Background: an optimization exercise with open tools, aiming at small area, a short achievable clock period and few clock cycles per item. Do not read the settings as production practice.
RTL that was checked went through simulation tests only; none was proved equivalent to the original.

## AES_TI_core
module AES_TI_core(Din0, Kin, Dout0, CLK, RSTn, Dvld, Kvld, BSY, EN, Drdy, Krdy);
  input [127:0] Din0, Kin;
  output [127:0] Dout0;
  input CLK, RSTn, Drdy, Krdy, EN;
  output Dvld, BSY, Kvld;
  reg Dvld, Kvld, BSY;
  reg [6:0] ph;        
  reg [3:0] rnd_no;    
  reg [31:0] RG00, RG01, RG02, RG03;
  reg [31:0] RG10, RG11, RG12, RG13;
  reg [31:0] RG20, RG21, RG22, RG23;
  reg [31:0] RG30, RG31, RG32, RG33;
  wire [31:0] WA0, WB0, WA1, WB1, WA2, WB2, WA3, WB3;
  xs_step2 x0 (.r0(RG00), .r1(RG01), .r3(RG03), .wa(WA0), .wb(WB0));
  xs_step2 x1 (.r0(RG10), .r1(RG11), .r3(RG13), .wa(WA1), .wb(WB1));
  xs_step2 x2 (.r0(RG20), .r1(RG21), .r3(RG23), .wa(WA2), .wb(WB2));
  xs_step2 x3 (.r0(RG30), .r1(RG31), .r3(RG33), .wa(WA3), .wb(WB3));
  wire [255:0] rnd = {RG33, RG32, RG23, RG22, RG13, RG12, RG03, RG02};
  always @(posedge CLK) begin
    if (RSTn==0) begin
      RG00 <= 32'd123456789; RG01 <= 32'd362436069; RG02 <= 32'd521288629; RG03 <= 32'd88675123;
      RG10 <= 32'd141592653; RG11 <= 32'd589793238; RG12 <= 32'd462433832; RG13 <= 32'd79502884;
      RG20 <= 32'd413213562; RG21 <= 32'd373095048; RG22 <= 32'd87242096; RG23 <= 32'd98078569;
      RG30 <= 32'h89a01b2f; RG31 <= 32'h9fe9cb91; RG32 <= 32'hd9e6ab64; RG33 <= 32'ha723cecf;
    end else begin
      RG00 <= RG02; RG01 <= RG03; RG02 <= WA0; RG03 <= WB0;
      RG10 <= RG12; RG11 <= RG13; RG12 <= WA1; RG13 <= WB1;
  ...
export LEC_CHECK = 0
export CAP_MARGIN = 20
export CORE_MARGIN = 2
export CORE_UTILIZATION = 60
export SETUP_SLACK_MARGIN = 2.8
export SLEW_MARGIN = 20
create_clock -name core_clock -period 6.0 [get_ports {CLK}]
standard.sh (not shown) runs the stock make flow with config.mk's settings and CLKGATE_MAP_FILE= SYNTH_SCRIPT=/design/flow/synth_recipe.tcl, a recipe that flattens the netlist after the stock synthesis.
==> flow/flow/run.sh <==
#!/bin/bash
set -o pipefail
export BUFFER_PORTS_ARGS="-buffer_cell sky130_fd_sc_hd__buf_2"
export SKIP_GATE_CLONING=1
export CTS_ARGS="-sink_clustering_enable -repair_clock_nets -dont_use_dummy_load -buf_list sky130_fd_sc_hd__clkbuf_8 -sink_clustering_size 16 -sink_clustering_max_diameter 60"
bash standard.sh > standard.log 2>&1
The first run ran to the end with no violations.
Change:
--- a/flow/flow/run.sh
+++ b/flow/flow/run.sh
@@ -3 +3 @@
-export BUFFER_PORTS_ARGS="-buffer_cell sky130_fd_sc_hd__buf_2"
+export BUFFER_PORTS_ARGS="-buffer_cell sky130_fd_sc_hd__buf_1"
Settings changed: SETUP_SLACK_MARGIN 2.8 to 2.7.
Effect:
- die area is unchanged
- utilization goes down by 1.5 points
- area after synthesis is unchanged
- final area shrinks by 2.2%
- wire length hardly moves
- setup slack barely changes
- maximum frequency hardly moves
- non-clock buffer count went down by 74
- worst hold slack loses 0.018 ns
Function was not checked in any run of this note: the RTL went through the layout flow alone.

========
AES_TI_core, a different RTL version from the one above (not shown whole).
Size in the first run: roughly 1400 flip-flops, roughly 390 I/O pins, about 0.077 mm^2 of cells after synthesis.
==> flow/config.mk <==
export PLATFORM = sky130hd
export DESIGN_NAME = AES_TI_core
export DESIGN_NICKNAME = AES_TI_core
export VERILOG_FILES = /design/flow/design.v
export SDC_FILE = /design/flow/constraint.sdc
export NUM_CORES = 4
export LEC_CHECK = 0
export CAP_MARGIN = 20
export CORE_MARGIN = 2
export CORE_UTILIZATION = 40
export CTS_BUF_LIST = sky130_fd_sc_hd__clkbuf_4
export CTS_CLUSTER_SIZE = 24
export SETUP_SLACK_MARGIN = 2.5
export SLEW_MARGIN = 20
==> flow/constraint.sdc <==
create_clock -name core_clock -period 6.0 [get_ports {CLK}]
set_input_delay 1.2000 -clock core_clock [delete_from_list [all_inputs] [get_ports {CLK}]]
set_output_delay 1.2000 -clock core_clock [all_outputs]
set_load 0.01 [all_outputs]
run.sh (not shown) runs the stock make flow with config.mk's settings and CLKGATE_MAP_FILE= SYNTH_SCRIPT=/design/flow/synth_recipe.tcl, a recipe that flattens the netlist after the stock synthesis.
Stock flow here: none of the scripts above is used.
Testbench counts at the start, summed over its fixed seeds: cycles 13,824, items 192.
Edit:
CTS_BUF_LIST = unset   (was sky130_fd_sc_hd__clkbuf_4)
CTS_CLUSTER_SIZE = unset   (was 24)
SETUP_SLACK_MARGIN = unset   (was 2.5)
What happened: Worst hold slack is better by 0.13 ns. Wire length shrinks slightly. Worst setup slack gets worse by 0.85 ns. Die area does not change. Global-route usage shrinks by 0.32 points. Final cell count goes down by a few percent. Count of clock-buffer cells in the layout is lower by 343.

[re-timing with driven ports]
How much do the figures lean on ideal ports? The routed layouts below were timed once more, with nothing changed but the port constraints. Step 1: set_driving_cell puts a clkbuf_16 on CLK and a buf_2 on each other input, an assumption about the parent block. Step 2 moves the port delays by t, midway between the first and last clock arrival at a register: inputs arrive t later, outputs are due t later. That takes back most of the time a late clock gives input paths. Three values: ideal, step 1, step 2; two values: the first two.
| run | t, ns | slack for setup (ns) | clock arrival spread, ns | slew at the worst register clock pin (ns) | worst data-port slew with drivers (ns) |
|---|---|---|---|---|---|
| the first run of note 1 | 0.974 | 2.669 / 2.669 / 1.906 | 0.102 / 0.102 | 0.11 / 0.11 | 0.12 |
| the second run of note 1 | 0.949 | 2.668 / 2.668 / 2.315 | 0.105 / 0.104 | 0.11 / 0.11 | 0.13 |
| the first run of note 2 | 1.420 | 2.474 / 2.474 / 1.448 | 0.160 / 0.160 | 0.08 / 0.08 | 0.06 |
| the second run of note 2 | 0.920 | 1.625 / 1.625 / 1.603 | 0.042 / 0.042 | 0.07 / 0.07 | 0.12 |
After both steps every run listed still meets setup and hold. For the first run of note 2, which loses most, drivers alone change the setup slack by 0.000 ns; drivers and shift together by -1.026 ns.
